This is an optimization exercise on Yosys and OpenROAD, whose aim is small area, not a production implementation.
Function was checked by simulation only, so behaviour that the tests miss may differ from the original.
No activity file was given, so power comes from the tool's default toggle rates.

==> design.v <==
module sfft_nsadd (
    input  wire       iClk,
    input  wire       iRstN,
    input  wire       iWinClr,   
    input  wire       iEven,     
    input  wire       iAp,       
    input  wire       iBp,       
    output wire       oC
);
    reg       c;        
    reg [5:0] u_low;
    reg       l;
    wire [6:0] u = {~c, u_low};
    wire [2:0] s = {2'd0, l} + {2'd0, iAp} + {2'd0, iBp} + {2'd0, ~c} + {2'd0, ~iEven};
    wire up = s[2];               
    wire dn = ~s[2] & ~s[1];      
    wire [6:0] uc, dc;
    assign uc[0] = up;
    assign dc[0] = dn;
    genvar i;
    generate
        for (i = 1; i < 7; i = i + 1) begin : g_chain
            assign uc[i] = uc[i-1] & u[i-1];
            assign dc[i] = dc[i-1] & ~u[i-1];
        end
    endgenerate
    wire [6:0] un = u ^ (uc | dc);
    always @(posedge iClk or negedge iRstN) begin
        if (~iRstN)
            c <= 1'b0;
        else
            c <= ~iWinClr & ~un[6];
    end
    always @(posedge iClk) begin
        u_low <= iWinClr ? 6'h3F : un[5:0];
        l     <= iWinClr | s[0];
    end
    assign oC = c;
endmodule
module sfft_butterfly (
    input  wire       iClk, iRstN,
    input  wire       iWinClr, iEven,
    input  wire       iLoaded, iClr,
    input  wire [8:0] iT,           
    input  wire [8:0] iT170,        
    input  wire [8:0] iT341,        
    input  wire       iReal0, iImg0, iReal1, iImg1,
    input  wire [7:0] iwReal, iwImg,
    output wire       oReal0, oImg0, oReal1, oImg1
);
    function automatic [7:0] sob;
        input [8:0] n;
        integer q;
        reg [7:0] g;
        begin
            g = n[7:0] ^ n[8:1];
            for (q = 0; q < 8; q = q + 1) sob[q] = g[7 - q];
        end
    endfunction
    function automatic gt_top;
        input [7:0] w;
        input [8:0] n;
        begin
            gt_top = w > sob(n);
        end
    endfunction
    function automatic gt_bot;
        input [7:0] w;
        input [8:0] nt;
        input [8:0] t;
        input [8:0] t170;
        input [8:0] t341;
        reg [8:0] nb;
        begin
            nb = t - nt;
            if (w == 8'hFF)        
                gt_bot = ~((nt == t170) | (nt == t341));
            else if (w == 8'h80)   
                gt_bot = ~(nb[0] ^ nb[1]);
            else if (w == 8'h00)
                gt_bot = 1'b0;
            else
                gt_bot = w > sob(nb);
        end
    endfunction
    reg [8:0] ntR, ntI;
    always @(posedge iClk or negedge iRstN) begin
        if (~iRstN) begin
            ntR <= 9'd0;
            ntI <= 9'd0;
        end else if (iClr) begin
            ntR <= 9'd0;
            ntI <= 9'd0;
        end else begin
            ntR <= ntR + {8'd0, ~iReal1};
            ntI <= ntI + {8'd0, ~iImg1};
        end
    end
    wire [7:0] wR = iLoaded ? iwReal : 8'd0;
    wire [7:0] wI = iLoaded ? iwImg  : 8'd0;
    wire eqRR = iReal1 ? gt_bot(wR, ntR, iT, iT170, iT341) : ~gt_top(wR, ntR);
    wire eqRI = iReal1 ? gt_bot(wI, ntR, iT, iT170, iT341) : ~gt_top(wI, ntR);
    wire eqIR = iImg1  ? gt_bot(wR, ntI, iT, iT170, iT341) : ~gt_top(wR, ntI);
    wire eqII = iImg1  ? gt_bot(wI, ntI, iT, iT170, iT341) : ~gt_top(wI, ntI);
    wire real_eq, img_eq;
    reg pRR, pRI, pIR, pII, pR0, pI0, pReq, pIeq;
    always @(posedge iClk) begin
        pRR <= eqRR;  pRI <= eqRI;  pIR <= eqIR;  pII <= eqII;
        pR0 <= iReal0; pI0 <= iImg0; pReq <= real_eq; pIeq <= img_eq;
    end
    sfft_nsadd u_realeq (.iClk(iClk), .iRstN(iRstN), .iWinClr(iWinClr), .iEven(iEven), .iAp(pRR), .iBp(~pII), .oC(real_eq));
    sfft_nsadd u_imgeq  (.iClk(iClk), .iRstN(iRstN), .iWinClr(iWinClr), .iEven(iEven), .iAp(pRI), .iBp(pIR),  .oC(img_eq));
    sfft_nsadd u_oReal0 (.iClk(iClk), .iRstN(iRstN), .iWinClr(iWinClr), .iEven(iEven), .iAp(pR0), .iBp(pReq), .oC(oReal0));
    sfft_nsadd u_oImg0  (.iClk(iClk), .iRstN(iRstN), .iWinClr(iWinClr), .iEven(iEven), .iAp(pI0), .iBp(pIeq), .oC(oImg0));
    sfft_nsadd u_oReal1 (.iClk(iClk), .iRstN(iRstN), .iWinClr(iWinClr), .iEven(iEven), .iAp(pR0), .iBp(~pReq), .oC(oReal1));
    sfft_nsadd u_oImg1  (.iClk(iClk), .iRstN(iRstN), .iWinClr(iWinClr), .iEven(iEven), .iAp(pI0), .iBp(~pIeq), .oC(oImg1));
endmodule
module scaler_SFFT #(
    parameter BITWIDTH = 8,
    parameter BINPUT = 2,
    parameter NUMINPUTS = 8,
    parameter LOG2N = $clog2(NUMINPUTS)
) (
    input wire iClk, iRstN, iEn, loadW, iClr,
    input wire [NUMINPUTS-1:0] iReal, iImg,
    output wire [NUMINPUTS*LOG2N-1:0] oB,  
    output wire [NUMINPUTS-1:0] oReal, oImg
);
    reg [BITWIDTH-1:0] twiddle_mem [0:(NUMINPUTS*LOG2N)-1];
    initial begin
        $readmemb("twiddle_factors.mem", twiddle_mem);
    end
    reg [7:0] win;
    always @(posedge iClk or negedge iRstN) begin
        if (~iRstN) win <= 8'd0;
        else        win <= win + 8'd1;
    end
    wire winClr = (win == 8'hFF) | (win == 8'h00);
    wire even = ~win[0];
    reg loaded;
    always @(posedge iClk or negedge iRstN) begin
        if (~iRstN)              loaded <= 1'b0;
        else if (iEn & loadW)    loaded <= 1'b1;
    end
    reg [8:0] T, nB;
    always @(posedge iClk or negedge iRstN) begin
        if (~iRstN) begin
            T  <= 9'd0;
            nB <= 9'd0;
        end else if (iClr) begin
            T  <= 9'd0;
            nB <= 9'd0;
        end else begin
            T  <= T + 9'd1;
            nB <= nB + {8'd0, iEn};
        end
    end
    wire [8:0] T170 = T - 9'd170;
    wire [8:0] T341 = T - 9'd341;
    wire [7:0] gB = nB[7:0] ^ nB[8:1];
    wire [7:0] xB = {gB[0], gB[1], gB[2], gB[3], gB[4], gB[5], gB[6], gB[7]};
    genvar k;
    generate
        for (k = 0; k < NUMINPUTS*LOG2N; k = k + 1) begin : g_oB
            assign oB[k] = loaded & (twiddle_mem[k] > xB);
        end
    endgenerate
    wire [(NUMINPUTS*LOG2N)-1:0] midReal, midImg;
    genvar b, i, j, stage;
    generate
        for (stage = 0; stage < LOG2N; stage = stage + 1) begin : g_stages
            for (b = 2**(stage+1); b != -1; b = -1) begin : g_groupinputs
                for (i = 0; i < NUMINPUTS; i = i + b) begin : g_totalinputs
                    for (j = 0; j < (b/2); j = j + 1) begin : g_step
                        wire r0, i0, r1, i1;
                        if (stage == 0) begin : g_in
                            assign r0 = iReal[i+j];
                            assign i0 = iImg[i+j];
                            assign r1 = iReal[i+j+b/2];
                            assign i1 = iImg[i+j+b/2];
                        end else begin : g_in
                            assign r0 = midReal[(stage-1)*NUMINPUTS+i+j];
                            assign i0 = midImg[(stage-1)*NUMINPUTS+i+j];
                            assign r1 = midReal[(stage-1)*NUMINPUTS+i+j+b/2];
                            assign i1 = midImg[(stage-1)*NUMINPUTS+i+j+b/2];
                        end
                        sfft_butterfly u_bf (
                            .iClk(iClk), .iRstN(iRstN),
                            .iWinClr(winClr), .iEven(even),
                            .iLoaded(loaded), .iClr(iClr),
                            .iT(T), .iT170(T170), .iT341(T341),
                            .iReal0(r0), .iImg0(i0), .iReal1(r1), .iImg1(i1),
                            .iwReal(twiddle_mem[stage*NUMINPUTS+i+j]),
                            .iwImg(twiddle_mem[stage*NUMINPUTS+i+j+b/2]),
                            .oReal0(midReal[stage*NUMINPUTS+i+j]),
                            .oImg0(midImg[stage*NUMINPUTS+i+j]),
                            .oReal1(midReal[stage*NUMINPUTS+i+j+b/2]),
                            .oImg1(midImg[stage*NUMINPUTS+i+j+b/2])
                        );
                    end
                end
            end
        end
    endgenerate
    assign oReal = midReal[(NUMINPUTS*LOG2N)-1:(NUMINPUTS*LOG2N)-NUMINPUTS];
    assign oImg  = midImg[(NUMINPUTS*LOG2N)-1:(NUMINPUTS*LOG2N)-NUMINPUTS];
endmodule
==> twiddle_factors.mem <==
11111111 10000000
11111111 10000000
11111111 10000000
11111111 10000000
11111111 10000000
10000000 00000000
11111111 10000000
10000000 00000000
11111111 11011010
10000000 00100101
10000000 00100101
00000000 00100101
==> run.sh <==
#!/bin/bash
# synth_recipe.tcl (not shown) runs the flow's synth.tcl, then flattens the netlist and writes it again
# the make line also repeats each setting of config.mk as NAME=value (left out here)
make -C /OpenROAD-flow-scripts/flow DESIGN_CONFIG=/design/flow/config.mk WORK_HOME=/design/flow/orfs CLKGATE_MAP_FILE= SYNTH_SCRIPT=/design/flow/synth_recipe.tcl finish
==> config.mk <==
export PLATFORM = sky130hd
export DESIGN_NAME = scaler_SFFT
export DESIGN_NICKNAME = scaler_SFFT
export VERILOG_FILES = /design/flow/design.v
export SDC_FILE = /design/flow/constraint.sdc
export NUM_CORES = 4
export LEC_CHECK = 0
export CAP_MARGIN = 20
export CORE_MARGIN = 2
export CORE_UTILIZATION = 35
export SLEW_MARGIN = 20
==> constraint.sdc <==
create_clock -name core_clock -period 7.0 [get_ports {iClk}]
set_input_delay 1.4000 -clock core_clock [delete_from_list [all_inputs] [get_ports {iClk}]]
set_output_delay 1.4000 -clock core_clock [all_outputs]
set_load 0.01 [all_outputs]
==> flow_metrics.py, run 1 <==
metrics = {
    "route": {
        "vias_per_cell": 4.75,
        "firstDrtPassIters": 5,
        "via_count": 39200,
        "drc": 0,
        "antenna_left": 0,
        "totalWireLength_mm": 117,
        "wire_per_inst_um": 14.2,
        "drtIter0Drc": 1765,
    },
    "cts": {
        "root_buffer": "clkbuf_16",
        "cts_tree": "done",
        "clk_latency_ps": 720,
        "cts-hold-fix-buffers": 0,
        "cts_setup_buffers": 0,
        "cts_htree_levels": 3,
        "cts_buffer_depth": 3,
        "cts_resized": 0,
        "clock_sinks": 913,
        "clkSlewWorstSetupHoldPaths_ps": 60,
        "cts-buffers-inserted": 99,
    },
    "grt": {
        "groute.usage.overall_pct": 14.4,
        "grt_pass1_vias": 39000,
        "grt-ovfl-total": 0,
        "antenna_found_initial": 1,
        "grt_max_degree": 131,
        "grt_first_pass_wirelength_mm": 195,
    },
    "timing": {
        "fmaxAchievable_ghz": 0.191,
        "timing.final.max_slew_violations": 0,
        "worst_pin_slew_ps": 1010,
        "setup_ws_ps": 1750,
        "hold_viol": 0,
        "setup_tns_ps": 0,
        "timing.slew.headroom_pct": 32.7,
        "rsz0062_at_grt": "no",
        "fin_crit_ps": 5250,
        "setup_violations": 0,
        "skew_ps": 40.0,
        "fin_crit_sh_pct": 75.0,
    },
    "logic_synthesis": {
        "synthFlopType": "dfxtp_1",
        "async_reset_ff_share_pct": 34.5,
        "ys_ff_latch": 913,
        "syn_area_sq_mm": 0.0565,
        "syn_avg_cell_area_sq_um": 9.39,
        "ys_top_cells_by_area": "dfxtp_1, dfrtp_1, ha_1, xnor2_1, xor2_1",
        "synth_enable_flop_cells": 0,
        "yosysWarnings": 3,
        "yosys.area.top_type": "dfxtp_1",
        "seq_area_frac_synth_pct": 35.2,
        "synth_cells": 6012,
        "yosysUniqueCellTypes": 89,
        "synth_top_cell_area_share_pct": 21.2,
    },
    "worst_setup_path": {
        "crit_type": "reg -> out",
        "cp_top_family": "buffers and inverters",
        "critPathMaxFanout": 45,
        "arrival_ps": 3850,
        "setup.worst_path.end_class": "primary output",
        "path_cells": "clkinv_1 -> a2111oi_0 -> clkdlybuf4s50_1",
        "crit_path_start_kind": "flip-flop",
        "crit_required_ps": 5600,
        "crit_buf_inv": 2,
        "slowest_stage": "a2111oi_0",
        "cpPeakStageDelay_ps": 860,
    },
    "power_and_ir_drop": {
        "vdd.ir_drop.worst_v": 0.000228,
        "p_leak_uw": 0.0282,
        "power.density_mw_per_mm2": 415,
    },
    "cells_and_area": {
        "final_cell_mix": "nand2_1, xnor2_1, dfxtp_1",
        "fill_cells": 15900,
        "synthToLayoutAreaGrowth_pct": 11.3,
        "layout_commonest_cell": "nand2_1",
        "layout.nets": 6782,
        "drive_gt1_share_pct": 4.35,
    },
    "placed_design": {
        "dp_slack_ps": 2380,
        "place_hpwl_mm": 79.2,
        "io_buffers": 57,
        "globalplace.congestion": 0.829,
    },
    "floorplanning": {
        "die_x_um": 406,
        "initial_core_util_pct": 35.2,
        "num_rows": 147,
        "die_y_um": 406,
        "die_area_sq_mm": 0.165,
        "pin_count": 61,
        "core-area_sq_mm": 0.160,
    },
    "run_status": {
        "status": "no timing/DRC/antenna violations",
    },
    "job": {
        "maxCapViolations": 0,
    },
    "hold_path": {
        "hp-class": "reg -> reg",
    },
}
metal layers:
| metal | vias up | wire length (um) | track usage (%) |
|---|---|---|---|
| met5 | - | 13 | 0 |
| li1 | 19800 | - | - |
| met2 | 498 | 52900 | 23.9 |
| met1 | 18700 | 57000 | 19.5 |
| met3 | 168 | 4350 | 2.21 |
| met4 | 2 | 2600 | 3.52 |
synth_stat cells, drive strengths merged, types with 33 or more instances:
library cell / n
a21oi: 98
a31oi: 102
and3: 33
and4: 44
buf: 66
clkbuf: 138
dfrtp: 315
dfxtp: 598
fa: 162
ha: 593
inv: 521
mux2i: 73
nand2: 716
nand2b: 171
nand3: 137
nand4: 120
nor2: 371
nor2b: 80
nor3: 104
nor3b: 52
nor4: 35
o21ai: 141
o41ai: 43
xnor2: 660
xor2: 393
final timing paths:
kind	startpoint	end	slack (ps)	cells after the start
worst max-delay path	loaded	oB[21]	1750	3
worst min-delay path	flip-flop	flip-flop	370	0
worst max register to register	win[0]	flip-flop	2870	11
worst min register to register	flip-flop	flip-flop	370	0
max in group asynchronous	iRstN	loaded	4940	2
min in group asynchronous	iRstN	asynchronous set/reset pin	700	1
report_power, final:
part	internal, uW	switching (uW)
Clock	3440	2300
Sequential	7550	2330
Combinational	5380	5070
Total	16400	9690
cells by family after synthesis:
family,share of synthesized area [%]
AND/OR/NAND/NOR,16.9
XOR/XNOR,16.4
flip-flops,35.2
adder cells (fa/ha/maj),18.9
buffers and inverters,5.17
AO/OA/AOI/OAI,6.17
multiplexers,1.31
other,0.00664
stage by stage:
stage	hold slack, ps	instances	cell area (sq um)	power, uW	utilization (%)
2_1_floorplan	347	6014	56500	18200	-
3_3_place_gp	354	8065	59200	20000	36.9
3_5_place_dp	359	8065	59200	20500	36.9
4_1_cts	375	8252	62800	26400	39.2
5_1_grt	392	8252	62800	28600	39.2
6_report	373	8254	62800	26100	39.2
area by class of cell:
| class | count | area [sq um] | share of cell area (%) |
|---|---|---|---|
| flip-flops and latches | 913 | 19900 | 31.6 |
| well taps | 2160 | 2700 | 4.30 |
| inverters | 521 | 1960 | 3.12 |
| clock inverters | 43 | 651 | 1.04 |
| clock buffers | 144 | 3000 | 4.78 |
| diodes | 2 | 5.00 | 0.00796 |
| multi-input cells | 4376 | 33800 | 53.7 |
| repair buffers | 95 | 912 | 1.45 |
==> run 2, diff against run 1 <==
--- a/design.v
+++ b/design.v
@@ -40,7 +40,8 @@
 module sfft_butterfly (
     input  wire       iClk, iRstN,
     input  wire       iWinClr, iEven,
-    input  wire       iLoaded, iClr,
+    input  wire       iLoadedP,     
+    input  wire       iClrP,        
     input  wire [8:0] iT,           
     input  wire [8:0] iT170,        
     input  wire [8:0] iT341,        
@@ -83,31 +84,32 @@
                 gt_bot = w > sob(nb);
         end
     endfunction
+    reg pA_R, pA_I;      
+    reg pR0, pI0;        
+    reg pReq, pIeq;      
+    wire real_eq, img_eq;
+    always @(posedge iClk) begin
+        pA_R <= iReal1;  pA_I <= iImg1;
+        pR0  <= iReal0;  pI0  <= iImg0;
+        pReq <= real_eq; pIeq <= img_eq;
+    end
     reg [8:0] ntR, ntI;
     always @(posedge iClk or negedge iRstN) begin
         if (~iRstN) begin
             ntR <= 9'd0;
             ntI <= 9'd0;
-        end else if (iClr) begin
+        end else if (iClrP) begin
             ntR <= 9'd0;
             ntI <= 9'd0;
         end else begin
-            ntR <= ntR + {8'd0, ~iReal1};
-            ntI <= ntI + {8'd0, ~iImg1};
-        end
-    end
-    wire [7:0] wR = iLoaded ? iwReal : 8'd0;
-    wire [7:0] wI = iLoaded ? iwImg  : 8'd0;
-    wire eqRR = iReal1 ? gt_bot(wR, ntR, iT, iT170, iT341) : ~gt_top(wR, ntR);
-    wire eqRI = iReal1 ? gt_bot(wI, ntR, iT, iT170, iT341) : ~gt_top(wI, ntR);
-    wire eqIR = iImg1  ? gt_bot(wR, ntI, iT, iT170, iT341) : ~gt_top(wR, ntI);
-    wire eqII = iImg1  ? gt_bot(wI, ntI, iT, iT170, iT341) : ~gt_top(wI, ntI);
-    wire real_eq, img_eq;
-    reg pRR, pRI, pIR, pII, pR0, pI0, pReq, pIeq;
-    always @(posedge iClk) begin
-        pRR <= eqRR;  pRI <= eqRI;  pIR <= eqIR;  pII <= eqII;
-        pR0 <= iReal0; pI0 <= iImg0; pReq <= real_eq; pIeq <= img_eq;
-    end
+            ntR <= ntR + {8'd0, ~pA_R};
+            ntI <= ntI + {8'd0, ~pA_I};
+        end
+    end
+    wire pRR = pA_R ? (iLoadedP & gt_bot(iwReal, ntR, iT, iT170, iT341)) : ~(iLoadedP & gt_top(iwReal, ntR));
+    wire pRI = pA_R ? (iLoadedP & gt_bot(iwImg,  ntR, iT, iT170, iT341)) : ~(iLoadedP & gt_top(iwImg,  ntR));
+    wire pIR = pA_I ? (iLoadedP & gt_bot(iwReal, ntI, iT, iT170, iT341)) : ~(iLoadedP & gt_top(iwReal, ntI));
+    wire pII = pA_I ? (iLoadedP & gt_bot(iwImg,  ntI, iT, iT170, iT341)) : ~(iLoadedP & gt_top(iwImg,  ntI));
     sfft_nsadd u_realeq (.iClk(iClk), .iRstN(iRstN), .iWinClr(iWinClr), .iEven(iEven), .iAp(pRR), .iBp(~pII), .oC(real_eq));
     sfft_nsadd u_imgeq  (.iClk(iClk), .iRstN(iRstN), .iWinClr(iWinClr), .iEven(iEven), .iAp(pRI), .iBp(pIR),  .oC(img_eq));
     sfft_nsadd u_oReal0 (.iClk(iClk), .iRstN(iRstN), .iWinClr(iWinClr), .iEven(iEven), .iAp(pR0), .iBp(pReq), .oC(oReal0));
@@ -142,17 +144,24 @@
         if (~iRstN)              loaded <= 1'b0;
         else if (iEn & loadW)    loaded <= 1'b1;
     end
+    reg clrP, loadedP;
+    always @(posedge iClk or negedge iRstN) begin
+        if (~iRstN) begin
+            clrP    <= 1'b1;
+            loadedP <= 1'b0;
+        end else begin
+            clrP    <= iClr;
+            loadedP <= loaded;
+        end
+    end
     reg [8:0] T, nB;
     always @(posedge iClk or negedge iRstN) begin
         if (~iRstN) begin
             T  <= 9'd0;
             nB <= 9'd0;
-        end else if (iClr) begin
-            T  <= 9'd0;
-            nB <= 9'd0;
         end else begin
-            T  <= T + 9'd1;
-            nB <= nB + {8'd0, iEn};
+            T  <= clrP ? 9'd0 : T + 9'd1;
+            nB <= iClr ? 9'd0 : nB + {8'd0, iEn};
         end
     end
     wire [8:0] T170 = T - 9'd170;
@@ -187,7 +196,7 @@
                         sfft_butterfly u_bf (
                             .iClk(iClk), .iRstN(iRstN),
                             .iWinClr(winClr), .iEven(even),
-                            .iLoaded(loaded), .iClr(iClr),
+                            .iLoadedP(loadedP), .iClrP(clrP),
                             .iT(T), .iT170(T170), .iT341(T341),
                             .iReal0(r0), .iImg0(i0), .iReal1(r1), .iImg1(i1),
                             .iwReal(twiddle_mem[stage*NUMINPUTS+i+j]),
==> flow/run.sh (new file) <==
#!/bin/bash
# Standard ORFS synthesis, then an area-oriented re-mapping of the
# combinational logic (flip-flops untouched), then the standard layout.
set -euo pipefail
WORK=$(pwd)
FLOWDIR=$WORK/flow
RES=$WORK/orfs/results/${FLOW_PLATFORM}/scaler_SFFT/base

bash standard.sh synth > $WORK/std_synth.log 2>&1

cp $RES/1_2_yosys.v $WORK/1_2_yosys.std.v
DU=""
for c in $(sed -n '/DONT_USE_CELLS/,/^#/p' $FLOW_HOME/platforms/${FLOW_PLATFORM}/config.mk | grep -o 'sky130_fd_sc_hd__[a-z0-9_]*'); do
  DU="$DU -dont_use $c"
done
export REMAP_LIB=$FLOW_HOME/platforms/${FLOW_PLATFORM}/lib/sky130_fd_sc_hd__tt_025C_1v80.lib
export REMAP_IN=$WORK/1_2_yosys.std.v
export REMAP_OUT=$WORK/1_2_yosys.remap.v
export REMAP_SCRIPT=$FLOWDIR/area.abc
export REMAP_DONT_USE="$DU"
yosys -c $FLOWDIR/remap.tcl > $WORK/remap.log 2>&1
cp $REMAP_OUT $RES/1_2_yosys.v
touch $RES/1_2_yosys.v

bash standard.sh > $WORK/layout.log 2>&1
==> flow/area.abc (new file) <==
&get -n
&st
&dch -f
&nf -a -R 1000
&put
topo
==> flow/remap.tcl (new file) <==
# Re-map the combinational logic of the standard synthesis for area.
# The flip-flop cells are kept as they are (same instances, names and types).
yosys read_liberty -ignore_miss_func $::env(REMAP_LIB)
yosys blackbox sky130_fd_sc_hd__df*
yosys read_verilog $::env(REMAP_IN)
yosys hierarchy -top $::env(FLOW_TOP)
yosys flatten
yosys opt_clean
yosys stat
yosys abc -script $::env(REMAP_SCRIPT) -liberty $::env(REMAP_LIB) {*}$::env(REMAP_DONT_USE)
yosys opt_clean -purge
yosys hilomap -singleton -hicell sky130_fd_sc_hd__conb_1 HI -locell sky130_fd_sc_hd__conb_1 LO
yosys insbuf -buf sky130_fd_sc_hd__buf_4 A X
yosys opt_clean -purge
yosys stat -liberty $::env(REMAP_LIB)
yosys write_verilog -noattr -noexpr -nohex -nodec -selected $::env(REMAP_OUT)
==> standard.sh (new file) <==
#!/bin/bash
# synth_recipe.tcl (not shown) runs the flow's synth.tcl, then flattens the netlist and writes it again
# the make line also repeats each setting of config.mk as NAME=value (left out here)
make -C /OpenROAD-flow-scripts/flow DESIGN_CONFIG=/design/flow/config.mk WORK_HOME=/design/flow/orfs CLKGATE_MAP_FILE= SYNTH_SCRIPT=/design/flow/synth_recipe.tcl "${@:-finish}"
removed: run.sh
==> flow_metrics.py, run 2 <==
metrics = {
    "run_status": {
        "status": "no timing/DRC/antenna violations",
    },
    "cts": {
        "clkSlewWorstSetupHoldPaths_ps": 60,
        "cts_htree_levels": 3,
        "clock_sinks": 851,
        "cts-buffers-inserted": 93,
        "cts_resized": 0,
        "cts_setup_buffers": 0,
        "cts-hold-fix-buffers": 0,
        "clk_latency_ps": 700,
        "cts_tree": "done",
        "root_buffer": "clkbuf_16",
        "cts_buffer_depth": 3,
    },
    "grt": {
        "grt_first_pass_wirelength_mm": 168,
        "grt_max_degree": 173,
        "grt-ovfl-total": 0,
        "groute.usage.overall_pct": 15.2,
        "antenna_found_initial": 0,
        "grt_pass1_vias": 33800,
    },
    "placed_design": {
        "io_buffers": 57,
        "globalplace.congestion": 0.846,
        "dp_cells": 7022,
        "place_hpwl_mm": 66.4,
        "dpl_cell_area_sq_mm": 0.0477,
    },
    "route": {
        "antenna_left": 0,
        "wire_per_inst_um": 14.0,
        "via_count": 37400,
        "drc": 0,
        "vias_per_cell": 5.20,
        "firstDrtPassIters": 6,
        "drtIter0Drc": 2315,
        "totalWireLength_mm": 101,
    },
    "timing": {
        "skew_ps": 36.5,
        "setup_tns_ps": 0,
        "fin_crit_ps": 5800,
        "fmaxAchievable_ghz": 0.172,
        "hold_viol": 0,
        "worst_pin_slew_ps": 1120,
        "fin_crit_sh_pct": 82.9,
        "setup_violations": 0,
        "timing.slew.headroom_pct": 25.4,
        "rsz0062_at_grt": "no",
        "timing.final.max_slew_violations": 0,
    },
    "worst_setup_path": {
        "worstSetupStartpoint": "T[1]",
        "arrival_ps": 6410,
        "crit_path_start_kind": "flip-flop",
        "crit_required_ps": 7610,
        "setup.worst_path.end_class": "flip-flop",
        "reg2reg_depth": 23,
        "crit_type": "reg -> reg",
        "worstReg2RegStart": "T[1]",
        "critPathMaxFanout": 29,
        "r2r_setup_slack_ps": 1200,
    },
    "floorplanning": {
        "pin_count": 61,
        "die_area_sq_mm": 0.131,
        "core-area_sq_mm": 0.127,
        "die_y_um": 362,
        "die_x_um": 362,
        "initial_core_util_pct": 35.2,
        "num_rows": 131,
    },
    "power_and_ir_drop": {
        "clkPwrFrac_pct": 22.3,
        "p_seq_share_pct": 40.2,
        "p_leak_uw": 0.0191,
        "vdd.ir_drop.worst_v": 0.000291,
        "power.density_mw_per_mm2": 458,
        "p_int_uw": 14500,
        "switching_power_uw": 8810,
        "power.total_uw": 23300,
        "p_comb_share_pct": 37.5,
        "switching_share_pct": 37.8,
    },
    "logic_synthesis": {
        "syn_area_sq_mm": 0.0448,
        "syn_avg_cell_area_sq_um": 8.47,
        "yosysWarnings": 3,
        "synth_cells": 5293,
    },
    "job": {
        "maxCapViolations": 0,
    },
    "cells_and_area": {
        "fin_cells": 7196,
        "stdcell_area_sq_mm": 0.0509,
        "layout.nets": 5476,
        "synthToLayoutAreaGrowth_pct": 13.6,
        "layout_commonest_cell": "a21oi_1",
        "drive_gt1_share_pct": 3.71,
        "final_cell_mix": "a21oi_1, dfxtp_1, nor2_1",
    },
    "hold_path": {
        "hp-class": "reg -> reg",
        "worstHoldPathCells": 0,
    },
}
==> run 2: changes by cell type in the layout (fill, tap and decap cells not counted), sizes merged, moves of 162 or more <==
cell	delta
xnor2	-216
nand2	-368
o21ai	+303
ha	-593
fa	-162
a21oi	+601
xor2	-184
inv	-516
nor2	+200
==> run 2: layout make-up <==
| class | instances | area, sq um |
|---|---|---|
| clock buffer | 142 | 2770 |
| antenna | 1 | 2.50 |
| inverter | 149 | 559 |
| sequential | 851 | 18400 |
| clock inverter | 31 | 467 |
| tap | 1662 | 2080 |
| fill | 12600 | 76400 |
| timing repair buffer | 101 | 956 |
| multi-input combinational | 4259 | 25700 |
==> run 2: critical path, stage by stage (launching register included) <==
cell and delay [ps]:
dfrtp_2 400, buf_4 330, o21ai_0 600, nand2b_1 270, xnor2_2 580, buf_4 330
xor2_1 90, nand3_1 80, a311oi_1 50, nand4_1 170, nor2b_1 50, or3_1 340
a22oi_1 360, xnor2_1 200, nand2_1 100, a21oi_1 220, nand2_1 140, or3_1 380
or3_1 370, nor2_1 180, nor2_1 60, a21oi_1 140, o21ai_0 90, a21oi_1 170
==> run 2: through the flow <==
stage | util [%] | hold WS [ps] | setup slack, ps
final | 40.0 | 375 | 1200
after global routing | 40.0 | 398 | 560
after floorplan | - | 354 | 749
after detailed placement | 37.4 | 360 | 1040
after CTS | 40.0 | 375 | 968
after global placement | 37.4 | 365 | 1070
==> run 2: worst min-delay path by stage <==
stage | end | startpoint | slack [ps]
2_1_floorplan | flip-flop | flip-flop | 350
3_3_place_gp | flip-flop | flip-flop | 360
3_5_place_dp | flip-flop | flip-flop | 360
4_1_cts | flip-flop | flip-flop | 380
5_1_grt | flip-flop | flip-flop | 400
6_report | flip-flop | flip-flop | 370
==> run 2: power by group through the flow <==
stage,combinational (uW),clock [uW],sequential [uW]
final,8750,5210,9380
after global routing,10200,5560,9780
after CTS,8820,5360,9380
after detailed placement,8760,0,9460
after global placement,8450,0,9370
after floorplan,7560,0,8840
==> run 2: layer usage <==
layer,track usage [%],up-vias,share of wire [%]
met5,0,-,0
met4,4.63,0,2.8
met3,2.44,179,3.5
met2,25.2,494,45
met1,20.1,17200,49
li1,-,19500,-
==> run 3, diff against run 2 <==
--- a/design.v
+++ b/design.v
@@ -94,11 +94,8 @@
         pReq <= real_eq; pIeq <= img_eq;
     end
     reg [8:0] ntR, ntI;
-    always @(posedge iClk or negedge iRstN) begin
-        if (~iRstN) begin
-            ntR <= 9'd0;
-            ntI <= 9'd0;
-        end else if (iClrP) begin
+    always @(posedge iClk) begin
+        if (iClrP) begin
             ntR <= 9'd0;
             ntI <= 9'd0;
         end else begin
@@ -146,23 +143,24 @@
     end
     reg clrP, loadedP;
     always @(posedge iClk or negedge iRstN) begin
-        if (~iRstN) begin
-            clrP    <= 1'b1;
-            loadedP <= 1'b0;
-        end else begin
-            clrP    <= iClr;
-            loadedP <= loaded;
-        end
-    end
-    reg [8:0] T, nB;
-    always @(posedge iClk or negedge iRstN) begin
-        if (~iRstN) begin
-            T  <= 9'd0;
+        if (~iRstN)
+            clrP <= 1'b1;
+        else
+            clrP <= iClr;
+    end
+    always @(posedge iClk) begin
+        loadedP <= loaded;
+    end
+    reg [8:0] T;
+    always @(posedge iClk) begin
+        T <= clrP ? 9'd0 : T + 9'd1;
+    end
+    reg [8:0] nB;
+    always @(posedge iClk or negedge iRstN) begin
+        if (~iRstN)
             nB <= 9'd0;
-        end else begin
-            T  <= clrP ? 9'd0 : T + 9'd1;
+        else
             nB <= iClr ? 9'd0 : nB + {8'd0, iEn};
-        end
     end
     wire [8:0] T170 = T - 9'd170;
     wire [8:0] T341 = T - 9'd341;
--- a/flow/run.sh
+++ b/flow/run.sh
@@ -1,10 +1,13 @@
 #!/bin/bash
 # Standard ORFS synthesis, then an area-oriented re-mapping of the
-# combinational logic (flip-flops untouched), then the standard layout.
+# combinational logic (flip-flops untouched), then the standard layout
+# with a leaner clock tree (settings in flow/extra.mk).
 set -euo pipefail
 WORK=$(pwd)
 FLOWDIR=$WORK/flow
 RES=$WORK/orfs/results/${FLOW_PLATFORM}/scaler_SFFT/base
+
+cat $FLOWDIR/extra.mk >> $WORK/config.mk
 
 bash standard.sh synth > $WORK/std_synth.log 2>&1
 
==> flow/area.abc (replaced) <==
strash
ifraig
dch -f
amap
topo
==> flow/extra.mk (new file) <==
export CTS_ARGS = -sink_clustering_enable -repair_clock_nets -dont_use_dummy_load -buf_list {sky130_fd_sc_hd__clkbuf_8 sky130_fd_sc_hd__clkbuf_16} -sink_clustering_size 20 -sink_clustering_max_diameter 100
export BUFFER_PORTS_ARGS = -buffer_cell sky130_fd_sc_hd__buf_1
--- a/config.mk
+++ b/config.mk
@@ -7,5 +7,7 @@
 export LEC_CHECK = 0
 export CAP_MARGIN = 20
 export CORE_MARGIN = 2
-export CORE_UTILIZATION = 35
+export CORE_UTILIZATION = 60
 export SLEW_MARGIN = 20
+export CTS_ARGS = -sink_clustering_enable -repair_clock_nets -dont_use_dummy_load -buf_list {sky130_fd_sc_hd__clkbuf_8 sky130_fd_sc_hd__clkbuf_16} -sink_clustering_size 20 -sink_clustering_max_diameter 100
+export BUFFER_PORTS_ARGS = -buffer_cell sky130_fd_sc_hd__buf_1
==> flow_metrics.py, run 3 <==
metrics = {
    "cts": {
        "cts_resized": 0,
        "clock_sinks": 851,
        "cts_tree": "done",
        "cts-hold-fix-buffers": 0,
        "root_buffer": "clkbuf_16",
        "clk_latency_ps": 630,
        "cts_setup_buffers": 0,
        "clkSlewWorstSetupHoldPaths_ps": 80,
        "cts_buffer_depth": 3,
        "cts-buffers-inserted": 49,
        "cts_htree_levels": 2,
    },
    "grt": {
        "groute.usage.overall_pct": 27.7,
        "grt_pass1_vias": 36400,
        "grt_first_pass_wirelength_mm": 174,
        "grt-ovfl-total": 0,
        "grt_max_degree": 168,
        "antenna_found_initial": 1,
    },
    "worst_setup_path": {
        "critPathMaxFanout": 11,
        "cp_common_cell": "clkinv_1",
        "crit_type": "reg -> reg",
        "arrival_ps": 6570,
        "crit_required_ps": 7510,
        "cp_top_family": "compound AO/OA/AOI/OAI gates",
        "setup.worst_path.end_class": "flip-flop",
        "reg2reg_depth": 30,
        "worstReg2RegStart": "T[4]",
        "crit_path_start_kind": "flip-flop",
        "r2r_setup_slack_ps": 940,
        "slowest_stage": "dfxtp_1",
        "cpPeakStageDelay_ps": 560,
        "crit_buf_inv": 6,
    },
    "cells_and_area": {
        "synthToLayoutAreaGrowth_pct": 6.35,
        "layout.nets": 6129,
        "final_core_util_pct": 64.5,
        "stdcell_area_sq_mm": 0.0461,
        "fill_cells": 6448,
        "layout_commonest_cell": "nor2_1",
        "drive_gt1_share_pct": 1.59,
        "final_cell_mix": "nor2_1, dfxtp_1, clkinv_1",
        "diodes": 0,
    },
    "route": {
        "firstDrtPassIters": 9,
        "drc": 0,
        "wl_met2_mm": 46.5,
        "via_count": 41500,
        "wire_per_inst_um": 14.8,
        "totalWireLength_mm": 105,
        "drtIter0Drc": 3196,
        "top_layer_used": "met5",
        "met1_length_mm": 48.8,
        "antenna_left": 0,
        "route.met3.wl_mm": 5.81,
        "vias_per_cell": 5.88,
    },
    "power_and_ir_drop": {
        "vdd.ir_drop.worst_v": 0.000289,
        "switching_share_pct": 42.0,
        "clkPwrFrac_pct": 13.9,
        "p_comb_share_pct": 41.7,
        "switching_power_uw": 8470,
        "p_int_uw": 11700,
        "p_seq_share_pct": 44.4,
        "p_leak_uw": 0.0160,
        "power.density_mw_per_mm2": 438,
    },
    "timing": {
        "rsz0062_at_grt": "no",
        "timing.slew.headroom_pct": 32.3,
        "hold_viol": 0,
        "fmaxAchievable_ghz": 0.165,
        "setup_tns_ps": 0,
        "setup_violations": 0,
        "worst_pin_slew_ps": 1020,
        "setup_ws_ps": 935,
        "fin_crit_ps": 6060,
        "whs_ps": 379,
        "skew_ps": 66.3,
        "fin_crit_sh_pct": 86.6,
        "timing.final.max_slew_violations": 0,
    },
    "floorplanning": {
        "die_area_sq_mm": 0.0744,
        "num_rows": 98,
        "die_y_um": 273,
        "initial_core_util_pct": 60.7,
        "pin_count": 61,
        "die_x_um": 273,
        "core-area_sq_mm": 0.0715,
    },
    "hold_path": {
        "hp-class": "reg -> reg",
        "worstHoldPathCells": 0,
    },
    "logic_synthesis": {
        "synth_cells": 5998,
        "syn_avg_cell_area_sq_um": 7.23,
        "syn_area_sq_mm": 0.0434,
        "yosysWarnings": 3,
    },
    "run_status": {
        "status": "no timing/DRC/antenna violations",
    },
    "placed_design": {
        "io_buffers": 57,
        "dpl_cell_area_sq_mm": 0.0449,
        "globalplace.congestion": 0.958,
        "dp_slack_ps": 1090,
        "place_hpwl_mm": 71.9,
    },
    "job": {
        "maxCapViolations": 0,
    },
}
## run 3: cell types whose count changed in the layout (fill, tap and decap cells not counted), sizes merged, moves of 184 or more
cell	previous run	this run
a21oi	699	491
clkinv	161	711
dfrtp	274	90
dfxtp	576	760
nand2	348	637
nor2	571	908
o21ai	444	743
o22ai	8	337
xnor2	444	2
xor2	209	4
## run 3: power by group through the flow
| stage | clock network, uW | registers, uW | logic (uW) |
|---|---|---|---|
| 4_1_cts | 2900 | 8950 | 8390 |
| 2_1_floorplan | 0 | 8490 | 7190 |
| 3_3_place_gp | 0 | 8970 | 8040 |
| 6_report | 2810 | 8960 | 8410 |
| 3_5_place_dp | 0 | 9030 | 8370 |
| 5_1_grt | 3070 | 9290 | 9880 |
## run 3: area by class of cell
type | count | area, sq um | area share [%]
Tap cell | 950 | 1190 | 2.58
Clock buffer | 49 | 1230 | 2.66
Sequential cell | 851 | 17500 | 38.0
Timing Repair Buffer | 93 | 513 | 1.11
Inverter | 712 | 2710 | 5.88
Multi-Input combinational cell | 4401 | 23000 | 49.8
## run 3: worst max-delay path by stage
stage	from	to	slack (ps)	cells after the start
3_5_place_dp	T[4]	flip-flop	1090	30
6_report	T[4]	flip-flop	940	30
4_1_cts	T[4]	flip-flop	1070	30
5_1_grt	T[4]	flip-flop	170	27
3_3_place_gp	T[4]	flip-flop	1300	30
2_1_floorplan	win[0]	flip-flop	-4400	9
## run 3: per-stage QoR
step | total power [uW] | instances
6_report | 20200 | 7056
5_1_grt | 22200 | 7056
3_5_place_dp | 17400 | 7007
3_3_place_gp | 17000 | 7007
2_1_floorplan | 15700 | 6000
4_1_cts | 20200 | 7056
## run 3: routing by layer
| metal | track usage, % | up-vias |
|---|---|---|
| met5 | 0 | - |
| met4 | 9.36 | 2 |
| met3 | 4.01 | 227 |
| met2 | 46.0 | 967 |
| met1 | 36.9 | 18400 |
| li1 | - | 21900 |
==> run 4, diff against run 3 <==
==> flow/extra.mk (replaced) <==
export CTS_ARGS = -sink_clustering_enable -repair_clock_nets -dont_use_dummy_load -buf_list {sky130_fd_sc_hd__clkbuf_8} -sink_clustering_size 16 -sink_clustering_max_diameter 100
export BUFFER_PORTS_ARGS = -buffer_cell sky130_fd_sc_hd__buf_1
==> config.mk (replaced) <==
export PLATFORM = sky130hd
export DESIGN_NAME = scaler_SFFT
export DESIGN_NICKNAME = scaler_SFFT
export VERILOG_FILES = /design/flow/design.v
export SDC_FILE = /design/flow/constraint.sdc
export NUM_CORES = 4
export LEC_CHECK = 0
export CAP_MARGIN = 20
export CORE_MARGIN = 2
export CORE_UTILIZATION = 60
export SLEW_MARGIN = 20
export CTS_ARGS = -sink_clustering_enable -repair_clock_nets -dont_use_dummy_load -buf_list {sky130_fd_sc_hd__clkbuf_8} -sink_clustering_size 16 -sink_clustering_max_diameter 100
export BUFFER_PORTS_ARGS = -buffer_cell sky130_fd_sc_hd__buf_1
==> flow_metrics.py, run 4 <==
metrics = {
    "run_status": {
        "status": "no timing/DRC/antenna violations",
    },
    "power_and_ir_drop": {
        "vdd.ir_drop.worst_v": 0.000292,
        "power.density_mw_per_mm2": 429,
        "p_leak_uw": 0.0158,
    },
    "grt": {
        "grt-ovfl-total": 0,
        "grt_pass1_vias": 36400,
        "groute.usage.overall_pct": 27.7,
        "grt_max_degree": 168,
        "grt_first_pass_wirelength_mm": 174,
        "antenna_found_initial": 1,
    },
    "worst_setup_path": {
        "crit_type": "reg -> reg",
        "critPathMaxFanout": 11,
        "cp_top_family": "compound AO/OA/AOI/OAI gates",
        "crit_buf_inv": 6,
        "crit_path_start_kind": "flip-flop",
        "reg2reg_depth": 30,
        "arrival_ps": 6660,
        "cp_common_cell": "clkinv_1",
        "setup.worst_path.end_class": "flip-flop",
        "r2r_setup_slack_ps": 940,
        "cpPeakStageDelay_ps": 580,
        "slowest_stage": "dfxtp_1",
        "crit_required_ps": 7600,
        "worstReg2RegStart": "T[4]",
    },
    "floorplanning": {
        "initial_core_util_pct": 60.7,
        "core-area_sq_mm": 0.0715,
        "die_x_um": 273,
        "num_rows": 98,
        "die_y_um": 273,
        "die_area_sq_mm": 0.0744,
        "pin_count": 61,
    },
    "cts": {
        "cts_resized": 0,
        "clkSlewWorstSetupHoldPaths_ps": 100,
        "clock_sinks": 851,
        "cts_buffer_depth": 3,
        "cts_tree": "done",
        "cts-hold-fix-buffers": 0,
        "cts_htree_levels": 2,
        "cts-buffers-inserted": 59,
        "clk_latency_ps": 720,
        "cts_setup_buffers": 0,
        "root_buffer": "clkbuf_8",
    },
    "route": {
        "firstDrtPassIters": 7,
        "wire_per_inst_um": 14.8,
        "drtIter0Drc": 3155,
        "drc": 0,
        "totalWireLength_mm": 105,
        "vias_per_cell": 5.87,
        "via_count": 41500,
        "antenna_left": 0,
    },
    "hold_path": {
        "worstHoldPathCells": 0,
        "hp-class": "reg -> reg",
    },
    "job": {
        "maxCapViolations": 0,
    },
    "timing": {
        "fin_crit_sh_pct": 86.6,
        "timing.slew.headroom_pct": 32.3,
        "setup_tns_ps": 0,
        "worst_pin_slew_ps": 1020,
        "fin_crit_ps": 6060,
        "skew_ps": 52.7,
        "hold_viol": 0,
        "setup_violations": 0,
        "whs_ps": 387,
        "rsz0062_at_grt": "no",
        "fmaxAchievable_ghz": 0.165,
        "timing.final.max_slew_violations": 0,
    },
    "logic_synthesis": {
        "yosysWarnings": 3,
        "synth_cells": 5998,
        "syn_area_sq_mm": 0.0434,
        "syn_avg_cell_area_sq_um": 7.23,
    },
    "cells_and_area": {
        "seq_area_sq_mm": 0.0175,
        "layout.nets": 6139,
        "synthToLayoutAreaGrowth_pct": 5.40,
        "stdcell_area_sq_mm": 0.0457,
        "layout_commonest_cell": "nor2_1",
        "multi_input_area_sq_mm": 0.0230,
        "fill_cells": 6501,
        "drive_gt1_share_pct": 1.75,
        "final_cell_mix": "nor2_1, dfxtp_1, clkinv_1",
    },
    "placed_design": {
        "globalplace.congestion": 0.958,
        "place_hpwl_mm": 71.9,
        "dpl_cell_area_sq_mm": 0.0449,
        "io_buffers": 57,
    },
}
==> run 4: how the worst max path moves through the flow <==
| stage | from | slack [ps] | cells after the start | endpoint |
|---|---|---|---|---|
| floorplan | win[0] | -4400 | 9 | flip-flop |
| global placement | T[4] | 1300 | 30 | flip-flop |
| detailed placement | T[4] | 1090 | 30 | flip-flop |
| CTS | T[4] | 1070 | 30 | flip-flop |
| global route | T[4] | 160 | 27 | flip-flop |
| finish | T[4] | 940 | 30 | flip-flop |
==> run 4: final cells by class <==
| class | count | area share (%) |
|---|---|---|
| sequential | 851 | 38.3 |
| antenna | 1 | 0.00548 |
| inverter | 712 | 5.93 |
| tap | 950 | 2.60 |
| clock buffer | 59 | 1.78 |
| timing repair buffer | 93 | 1.12 |
| multi-input combinational | 4401 | 50.3 |
==> run 4: power breakdown <==
group,internal (uW),switching [uW],leakage (uW)
clock,752,1510,0.000424
combinational,3490,4910,0.00797
sequential,6970,1990,0.00739
==> run 4: worst reg2reg max path, delay by kind of cell (launching register included) <==
| kind | cells | cell delay, ps |
|---|---|---|
| buffers and inverters | 6 | 1080 |
| DFF | 1 | 580 |
| AOI/OAI and AO/OA | 13 | 2740 |
| and+or+nand+nor | 11 | 1570 |
==> run 4: stage by stage <==
step                total power [uW]  setup slack [ps]  std cells  util, %
global placement               17000              1300       7007     62.8
detailed placement             17400              1090       7007     62.8
floorplan                      15700             -4400       6000        -
global route                   21700               157       7067     63.9
CTS                            19700              1070       7066     63.9
finish                         19600               939       7067     63.9
==> run 4: per-layer routing <==
layer	vias up	part of all wire [%]	global-route usage (%)
met5	-	0	0
li1	22000	-	-
met2	1026	44	46.1
met1	18300	47	37.1
met3	247	5.4	3.26
met4	0	3.5	9.62
==> run 5, diff against run 4 <==
==> flow/area.abc (replaced) <==
&get -n
&deepsyn -T 300
&put
ifraig
dch -f
amap
topo
==> flow_metrics.py, run 5 <==
metrics = {
    "worst_setup_path": {
        "setup.worst_path.end_class": "flip-flop",
        "arrival_ps": 6540,
        "critPathMaxFanout": 15,
        "cp_top_family": "simple AND/OR/NAND/NOR gates",
        "slowest_stage": "dfxtp_1",
        "crit_required_ps": 7590,
        "crit_buf_inv": 6,
        "cpPeakStageDelay_ps": 570,
        "crit_path_start_kind": "flip-flop",
        "cp_common_cell": "nor2_1",
        "crit_type": "reg -> reg",
    },
    "grt": {
        "met1_usage_pct": 35.6,
        "grt-ovfl-total": 0,
        "top_usage_layer": "met2",
        "grt_first_pass_wirelength_mm": 165,
        "groute.usage.overall_pct": 26.5,
        "gr-usage-met3_pct": 3.01,
        "grt_max_degree": 124,
        "grt_use_met2_pct": 44.7,
        "antenna_found_initial": 1,
        "grt_pass1_vias": 35000,
    },
    "logic_synthesis": {
        "yosysWarnings": 3,
        "syn_avg_cell_area_sq_um": 7.45,
        "synth_cells": 5710,
        "syn_area_sq_mm": 0.0425,
    },
    "cells_and_area": {
        "layout_commonest_cell": "nor2_1",
        "drive_gt1_share_pct": 1.89,
        "final_core_util_pct": 64.0,
        "final_cell_mix": "nor2_1, dfxtp_1, clkinv_1",
        "fill_cells": 6432,
        "stdcell_area_sq_mm": 0.0449,
        "layout.nets": 5854,
        "synthToLayoutAreaGrowth_pct": 5.53,
    },
    "timing": {
        "setup_violations": 0,
        "timing.final.max_slew_violations": 0,
        "worst_pin_slew_ps": 1070,
        "whs_ps": 389,
        "fin_crit_ps": 5950,
        "setup_ws_ps": 1050,
        "fin_crit_sh_pct": 85.0,
        "timing.slew.headroom_pct": 28.7,
        "rsz0062_at_grt": "no",
        "hold_viol": 0,
        "skew_ps": 67.2,
        "fmaxAchievable_ghz": 0.168,
    },
    "power_and_ir_drop": {
        "vdd.ir_drop.worst_v": 0.000288,
        "power.total_uw": 19100,
        "power.density_mw_per_mm2": 425,
        "p_leak_uw": 0.0159,
    },
    "placed_design": {
        "place_hpwl_mm": 67.3,
        "dpl_cell_area_sq_mm": 0.0441,
        "dp_slack_ps": 1210,
        "io_buffers": 57,
        "globalplace.congestion": 0.908,
    },
    "floorplanning": {
        "num_rows": 97,
        "die_y_um": 270,
        "die_x_um": 270,
        "initial_core_util_pct": 60.6,
        "pin_count": 61,
        "core-area_sq_mm": 0.0701,
        "die_area_sq_mm": 0.0731,
    },
    "route": {
        "vias_per_cell": 5.87,
        "wire_per_inst_um": 14.7,
        "firstDrtPassIters": 6,
        "drtIter0Drc": 2980,
        "drc": 0,
        "antenna_left": 0,
        "totalWireLength_mm": 99.3,
        "via_count": 39800,
    },
    "cts": {
        "cts-buffers-inserted": 59,
        "cts_resized": 0,
        "cts_setup_buffers": 0,
        "cts_buffer_depth": 3,
        "clk_latency_ps": 730,
        "cts_htree_levels": 2,
        "clkSlewWorstSetupHoldPaths_ps": 120,
        "cts_tree": "done",
        "root_buffer": "clkbuf_8",
        "clock_sinks": 851,
        "cts-hold-fix-buffers": 0,
    },
    "hold_path": {
        "hp-class": "reg -> reg",
    },
    "run_status": {
        "status": "no timing/DRC/antenna violations",
    },
    "job": {
        "maxCapViolations": 0,
    },
}
## run 5: cell types whose count changed in the layout (fill, tap and decap cells not counted), sizes merged, moves of 41 or more
cell | previous run | this run
a22oi | 44 | 112
and3 | 16 | 96
nand2 | 637 | 493
o21ai | 743 | 597
nor3 | 192 | 132
o22ai | 337 | 246
nor4 | 72 | 30
clkinv | 711 | 634
or3 | 16 | 57
## run 5: per-stage QoR
step / TNS [ps] / std cells
floorplan: -1270900 / 5712
global placement: 0 / 6712
detailed placement: 0 / 6712
CTS: 0 / 6771
global route: 0 / 6773
finish: 0 / 6774
## run 5: path summary, 6_finish.rpt
check | start | endpoint | slack, ps | cells past startpoint
min in group asynchronous | iRstN | asynchronous set/reset pin | 810 | 1
hold / removal | flip-flop | flip-flop | 390 | 0
setup / recovery | T[2] | flip-flop | 1050 | 26
setup reg to reg | T[2] | flip-flop | 1050 | 26
hold reg to reg | flip-flop | flip-flop | 390 | 0
max in group asynchronous | iRstN | win[0] | 5120 | 2
## run 5: power breakdown
group | leakage (uW) | internal (uW) | switching [uW]
clock | 0.000424 | 752 | 1510
sequential | 0.00739 | 6970 | 1860
combinational | 0.00805 | 3480 | 4510
## run 5: worst register-to-register path: cells and delay by family (launching register included)
family / cells / cell delay, ps
flip-flops: 1 / 570
buffers and inverters: 6 / 1590
AND/OR/NAND/NOR: 11 / 1890
AO/OA/AOI/OAI: 9 / 1790
## run 5: final cells by class
class | count | area (sq um) | share of cell area, %
multi-input cells | 4190 | 22400 | 50.0
well taps | 940 | 1180 | 2.62
diodes | 3 | 7.51 | 0.0167
inverters | 635 | 2420 | 5.39
clock buffers | 59 | 812 | 1.81
flip-flops and latches | 851 | 17500 | 39.0
repair buffers | 96 | 536 | 1.19
## run 5: metal layers
metal	routed length, um	vias up
met2	44300	936
met1	46900	17600
met3	5360	218
li1	-	21000
met4	2820	0
met5	0	-
==> run 6, diff against run 5 <==
--- a/design.v
+++ b/design.v
@@ -156,11 +156,13 @@
         T <= clrP ? 9'd0 : T + 9'd1;
     end
     reg [8:0] nB;
-    always @(posedge iClk or negedge iRstN) begin
-        if (~iRstN)
+    always @(posedge iClk) begin
+        if (iClr)
             nB <= 9'd0;
+        else if (clrP)
+            nB <= {8'd0, iEn};
         else
-            nB <= iClr ? 9'd0 : nB + {8'd0, iEn};
+            nB <= nB + {8'd0, iEn};
     end
     wire [8:0] T170 = T - 9'd170;
     wire [8:0] T341 = T - 9'd341;
==> flow/area.abc (replaced) <==
&get -n
&deepsyn -T 200
&put
ifraig
dch -f
amap
topo
strash
&get -n
&deepsyn -T 200
&put
ifraig
dch -f
amap
topo
==> flow/extra.mk (replaced) <==
export CTS_ARGS = -sink_clustering_enable -repair_clock_nets -dont_use_dummy_load -buf_list {sky130_fd_sc_hd__clkbuf_8} -sink_clustering_size 12 -sink_clustering_max_diameter 100
export BUFFER_PORTS_ARGS = -buffer_cell sky130_fd_sc_hd__buf_1
--- a/config.mk
+++ b/config.mk
@@ -9,5 +9,5 @@
 export CORE_MARGIN = 2
 export CORE_UTILIZATION = 60
 export SLEW_MARGIN = 20
-export CTS_ARGS = -sink_clustering_enable -repair_clock_nets -dont_use_dummy_load -buf_list {sky130_fd_sc_hd__clkbuf_8} -sink_clustering_size 16 -sink_clustering_max_diameter 100
+export CTS_ARGS = -sink_clustering_enable -repair_clock_nets -dont_use_dummy_load -buf_list {sky130_fd_sc_hd__clkbuf_8} -sink_clustering_size 12 -sink_clustering_max_diameter 100
 export BUFFER_PORTS_ARGS = -buffer_cell sky130_fd_sc_hd__buf_1
==> flow_metrics.py, run 6 <==
metrics = {
    "worst_setup_path": {
        "cp_top_family": "compound AO/OA/AOI/OAI gates",
        "crit_path_start_kind": "flip-flop",
        "crit_required_ps": 7560,
        "slowest_stage": "clkinv_1",
        "critPathMaxFanout": 11,
        "arrival_ps": 6170,
        "crit_buf_inv": 2,
        "path_cells": "clkinv_1 -> o22ai_1 -> o22ai_1 -> nand2_1 -> o21ai_0 -> a21oi_1 -> clkinv_1 -> a21oi_1 -> or2_0 -> a31oi_1 -> or4_1 -> a31oi_1 -> a31oi_1 -> nor2b_1 -> nor2_1 -> xnor2_1 -> o22ai_1 -> nor4_1 -> nand2_1 -> o21ai_0 -> o21ai_0 -> a21oi_1 -> o21ai_1",
        "setup.worst_path.end_class": "flip-flop",
        "cpPeakStageDelay_ps": 560,
        "crit_type": "reg -> reg",
    },
    "job": {
        "maxCapViolations": 0,
    },
    "cts": {
        "cts_tree": "done",
        "cts_setup_buffers": 0,
        "cts-buffers-inserted": 80,
        "cts_resized": 0,
        "clk_latency_ps": 710,
        "clkSlewWorstSetupHoldPaths_ps": 80,
        "root_buffer": "clkbuf_8",
        "cts_buffer_depth": 3,
        "clock_sinks": 851,
        "cts-hold-fix-buffers": 0,
        "cts_htree_levels": 3,
    },
    "placed_design": {
        "place_hpwl_mm": 65.5,
        "io_buffers": 57,
        "globalplace.congestion": 0.898,
        "dp_cells": 6716,
        "dpl_cell_area_sq_mm": 0.0440,
    },
    "run_status": {
        "status": "no timing/DRC/antenna violations",
    },
    "floorplanning": {
        "num_rows": 97,
        "initial_core_util_pct": 60.7,
        "pin_count": 61,
        "core-area_sq_mm": 0.0700,
        "die_area_sq_mm": 0.0730,
        "die_x_um": 270,
        "die_y_um": 270,
    },
    "route": {
        "wire_per_inst_um": 14.6,
        "firstDrtPassIters": 9,
        "antenna_left": 0,
        "via_count": 40000,
        "drtIter0Drc": 2492,
        "totalWireLength_mm": 99.2,
        "drc": 0,
        "vias_per_cell": 5.89,
    },
    "timing": {
        "skew_ps": 75.7,
        "fin_crit_ps": 5610,
        "worst_pin_slew_ps": 953,
        "fin_crit_sh_pct": 80.1,
        "timing.final.max_slew_violations": 0,
        "timing.slew.headroom_pct": 36.4,
        "hold_viol": 0,
        "rsz0062_at_grt": "no",
        "setup_violations": 0,
        "setup_tns_ps": 0,
        "fmaxAchievable_ghz": 0.178,
    },
    "cells_and_area": {
        "synthToLayoutAreaGrowth_pct": 6.09,
        "stdcell_area_sq_mm": 0.0451,
        "layout.nets": 5880,
        "final_cell_mix": "nor2_1, dfxtp_1, clkinv_1",
        "layout_commonest_cell": "nor2_1",
        "drive_gt1_share_pct": 2.12,
        "fin_cells": 6798,
        "final_core_util_pct": 64.4,
    },
    "power_and_ir_drop": {
        "power.density_mw_per_mm2": 430,
        "p_leak_uw": 0.0159,
        "power.total_uw": 19400,
        "vdd.ir_drop.worst_v": 0.000247,
    },
    "grt": {
        "antenna_found_initial": 1,
        "grt_pass1_vias": 35800,
        "grt_first_pass_wirelength_mm": 167,
        "grt-ovfl-total": 0,
        "grt_max_degree": 196,
        "groute.usage.overall_pct": 26.7,
    },
    "logic_synthesis": {
        "yosysWarnings": 3,
        "syn_avg_cell_area_sq_um": 7.43,
        "syn_area_sq_mm": 0.0425,
        "synth_cells": 5720,
    },
    "hold_path": {
        "hp-class": "reg -> reg",
    },
}
==> run 6: worst reg2reg max path: cells and delay by family, from the launching register on <==
family                    cells  cell delay [ps]
AOI/OAI and AO/OA            13             2510
and+or+nand+nor               7             1550
buffers and inverters         2              770
DFF                           1              500
xor gates and xnor gates      1              180
==> run 6: layout make-up <==
class	count	area, sq um
multi-input combinational	4205	22400
antenna	1	2.50
tap	940	1180
inverter	630	2380
sequential	851	17500
clock buffer	80	1100
fill	6284	24900
timing repair buffer	91	518
==> run 6: final timing paths <==
kind,from,endpoint,slack [ps],cells after the start
max in group asynchronous,iRstN,win[0],4720,2
max reg2reg,T[1],flip-flop,1390,23
max,T[1],flip-flop,1390,23
min in group asynchronous,iRstN,asynchronous set/reset pin,820,1
min reg2reg,flip-flop,flip-flop,380,0
min,flip-flop,flip-flop,380,0
==> run 6: stage by stage <==
step | setup WS (ps) | hold slack, ps
6_report | 1390 | 384
2_1_floorplan | -3510 | 354
5_1_grt | 575 | 379
4_1_cts | 1460 | 376
3_5_place_dp | 1490 | 361
3_3_place_gp | 1610 | 361
==> run 6: layer usage <==
layer / track usage, % / wire length, um
met5: 0 / 0
met2: 45.1 / 44400
met4: 9.62 / 3450
met1: 34.9 / 46100
met3: 3.66 / 5260
==> run 6: report_power, final <==
part	leakage, uW	switching [uW]	internal, uW	total, uW
clock	0.000575	1590	1020	2610
combinational	0.00796	4540	3450	7990
sequential	0.00734	1820	6970	8800

-- afterwards: timing with drivers on the ports --
The results above use ideal ports. As a check the final layouts listed here were re-extracted and re-timed, cells and wires unchanged.
Step 1 assumes that a clkbuf_16 drives the clock port and a buf_2 every other input.
Step 2 adds t to the input delays and takes it off the output delays; t is the mean of the earliest and latest rising clock arrival at the registers after step 1. Input paths then give back, and output paths get back, about the clock's delay inside the block.
Three values: no drivers, after step 1, after step 2; two values: the first two.
run | shift t [ns] | slack for setup (ns) | hold WS [ns] | slew at the worst register clock pin (ns)
run 1 | 0.778 | 1.751 / 1.678 / 2.455 | 0.373 / 0.373 / 0.373 | 0.07 / 0.07
run 2 | 0.746 | 1.200 / 1.200 / 1.200 | 0.375 / 0.375 / 0.375 | 0.07 / 0.07
run 3 | 0.670 | 0.935 / 0.935 / 0.935 | 0.379 / 0.379 / 0.379 | 0.09 / 0.09
run 4 | 0.758 | 0.939 / 0.939 / 0.939 | 0.387 / 0.387 / 0.387 | 0.11 / 0.11
run 5 | 0.756 | 1.048 / 1.048 / 1.048 | 0.389 / 0.389 / 0.389 | 0.12 / 0.12
run 6 | 0.732 | 1.391 / 1.391 / 1.391 | 0.384 / 0.384 / 0.384 | 0.09 / 0.09
After both steps every run listed still meets setup and hold.
